What follows belongs to an exercise in optimizing a design on an open flow for small area; a production flow would make more cautious choices. In this exercise RTL edits were held to simulation tests only and were not proved equivalent to the original. No activity file was given, so power comes from the tool's default toggle rates.

## lane 2
## poly_top
module poly_top #(
	parameter a = 2,
	parameter b = 4,
	parameter c = 6,
	parameter data_width = 32
)
(
	input wire clk,rst,
	input wire [data_width-1:0] x,
	input wire in_valid,
	output wire [data_width-1:0] y,
	output wire out_valid,
	output wire [1:0] state
);
Size in the first run: about 530 cells after synthesis, about 70 I/O pins.
Settings: LEC_CHECK=0, CAP_MARGIN=10, CORE_MARGIN=2, CORE_UTILIZATION=60, CTS_BUF_LIST=sky130_fd_sc_hd__clkbuf_8, CTS_CLUSTER_SIZE=20, SLEW_MARGIN=10, SYNTH_HIERARCHICAL=1, SYNTH_MINIMUM_KEEP_SIZE=0; clock period 9.0 ns.
standard.sh (not shown) runs the stock make flow with config.mk's settings and CLKGATE_MAP_FILE= SYNTH_SCRIPT=/design/flow/synth_recipe.tcl, a recipe that flattens the netlist after the stock synthesis.
==> flow/flow/run.sh <==
#!/bin/bash
# The standard layout (standard.sh, with the standard synthesis) with these changes:
# - after floorplan, every cell is set to its lowest drive strength (downsize.tcl);
#   timing repair upsizes the cells that need it;
# - global placement keeps none of its timing-driven buffering (GPL_KEEP_OVERFLOW=0);
# - power recovery downsizes cells with slack to spare after global routing;
# - the port buffers use the smallest buffer cell;
# - clock tree synthesis uses clkbuf_8 and adds no dummy loads.
# Each make run's full output goes to its own log file here.
set -euo pipefail
bash standard.sh synth > synth.log 2>&1
bash standard.sh \
	"POST_FLOORPLAN_TCL=$PWD/flow/downsize.tcl" \
	"GPL_KEEP_OVERFLOW=0" "RECOVER_POWER=100" \
	"BUFFER_PORTS_ARGS=-buffer_cell sky130_fd_sc_hd__buf_1" \
	"CTS_ARGS=-sink_clustering_enable -repair_clock_nets -sink_clustering_size 20 -buf_list sky130_fd_sc_hd__clkbuf_8 -dont_use_dummy_load" \
	finish > layout.log 2>&1
==> flow/flow/downsize.tcl <==
# Before placement, give every cell the lowest drive strength of its kind
# (name ending _1); timing repair later upsizes the cells that need it.
set n 0
foreach inst [get_cells *] {
  set master [get_property $inst ref_name]
  if { [regexp {^(sky130_fd_sc_hd__\w+)_([0-9]+)$} $master -> base drive] && $drive > 1 } {
    set target ${base}_1
    if { [llength [get_lib_cells -quiet $target]] > 0 } {
      replace_cell $inst $target
      incr n
    }
  }
}
puts "downsize.tcl: $n cells set to drive strength 1"
Here is what was changed in the inputs of lane 4 compared with lane 2.
diff --git a/flow/design.v b/flow/design.v
--- a/flow/design.v
+++ b/flow/design.v
@@ -11,14 +11,14 @@
 );
 	assign s = a ^ b;
 	assign co = a & b;
 endmodule
 module Multiplier (
 	input wire [29:0] x,
-	output wire [18:0] lo,
-	output wire [11:0] hi,
+	output wire [20:0] lo,
+	output wire [9:0] hi,
 	output wire ck
 );
 	wire [29:0] un = ~x;
 	wire u0 = un[0];
 	wire u1 = un[1];
 	wire u2 = un[2];
@@ -488,17 +488,17 @@
 	FA fs318 (.a(c265), .b(s266), .c(c317), .s(s318), .co(c319));
 	wire s320, c321;
 	FA fs320 (.a(c267), .b(s268), .c(c319), .s(s320), .co(c321));
 	wire s322, c323;
 	FA fs322 (.a(c269), .b(s270), .c(c321), .s(s322), .co(c323));
 	wire s324, c325;
-	HA hs324 (.a(c271), .b(s272), .s(s324), .co(c325));
+	FA fs324 (.a(c271), .b(s272), .c(c323), .s(s324), .co(c325));
 	wire s326, c327;
 	FA fs326 (.a(c273), .b(s274), .c(c325), .s(s326), .co(c327));
 	wire s328, c329;
-	FA fs328 (.a(c275), .b(s276), .c(c327), .s(s328), .co(c329));
+	HA hs328 (.a(c275), .b(s276), .s(s328), .co(c329));
 	wire s330, c331;
 	FA fs330 (.a(c277), .b(s278), .c(c329), .s(s330), .co(c331));
 	wire s332, c333;
 	FA fs332 (.a(c279), .b(s280), .c(c331), .s(s332), .co(c333));
 	wire s334, c335;
 	FA fs334 (.a(c281), .b(s282), .c(c333), .s(s334), .co(c335));
@@ -512,15 +512,15 @@
 	FA fs342 (.a(c289), .b(s290), .c(c341), .s(s342), .co(c343));
 	wire s344, c345;
 	FA fs344 (.a(c291), .b(s292), .c(c343), .s(s344), .co(c345));
 	wire s346 = p32 ^ p61 ^ p86 ^ p107 ^ p124 ^ p137 ^ p146 ^ p149 ^ c163 ^ c165 ^ c211 ^ c213 ^ c249 ^ c293;
 	wire s347;
 	XOR2 xs347 (.a(s346), .b(c345), .y(s347));
-	assign lo = {s322, s320, s318, s316, s314, s312, s310, s308, s306, s304, s302, s300, s298, s296, s294, p5, e4, 1'b0, e3};
-	assign hi = {s347, s344, s342, s340, s338, s336, s334, s332, s330, s328, s326, s324};
-	assign ck = c323;
+	assign lo = {s326, s324, s322, s320, s318, s316, s314, s312, s310, s308, s306, s304, s302, s300, s298, s296, s294, p5, e4, 1'b0, e3};
+	assign hi = {s347, s344, s342, s340, s338, s336, s334, s332, s330, s328};
+	assign ck = c327;
 endmodule
 module ONEN (input wire xa, xb, output wire y);
 	assign y = ~(xa ^ xb);
 endmodule
 module TWON (input wire xa, xb, xc, output wire y);
 	assign y = ~((xa & xb & ~xc) | (~xa & ~xb & xc));
@@ -554,13 +554,13 @@
 	input wire [data_width-1:0] x,
 	input wire in_valid,
 	output wire [data_width-1:0] y,
 	output wire out_valid,
 	output wire [1:0] state
 );
-	localparam K = 19;
+	localparam K = 21;
 	reg [1:0] q;
 	always @(posedge clk) begin
 		if (rst | ~in_valid) q <= 2'b00;
 		else q <= {q[1] | q[0], q[1] | ~q[0]};
 	end
 	assign state = {q[1], q[0] & ~q[1]};
Findings:
- All of lane 2 and lane 4 finish clean.
- Going from lane 2 to lane 4, die span in x stayed essentially flat; routability-driven placement congestion ratio picked up an extra about 1.1%; global routing usage on met2 down 1.5 points; clock latency of the later-clocked register in the worst-skew pair held; flop-to-flop setup slack about even.
- Status: power of the sequential group parity (lane 2, lane 4)
- From lane 2 to lane 4 the numbers moved as follows: power dropped 0.89%; number of nets at the end of the flow dropped 3.
- Compared with lane 2, lane 4 shows a number of filler instances in the final layout that is 27 higher.

==> re-timing with driven ports <==
No port has a modelled driver above. Below, the same layouts with a new extraction and two added sets of constraints.
Step 1 sets driving cells, clkbuf_16 on the clock port and buf_2 on the other inputs (assumed; they add their load-dependent delay and slew).
Step 2 also shifts input and output timing later by t, the mid clock arrival at the registers, as if the neighbouring blocks saw the same clock.
a / b / c = ideal ports / drivers / drivers and shift; a / b = the first two.
run	t (ns)	slack for setup (ns)	pins driven straight from the clock port
lane 2	0.395	0.590 / 0.590 / 0.590	1
lane 4	0.394	0.589 / 0.589 / 0.589	1
After both steps every run listed still meets setup and hold.
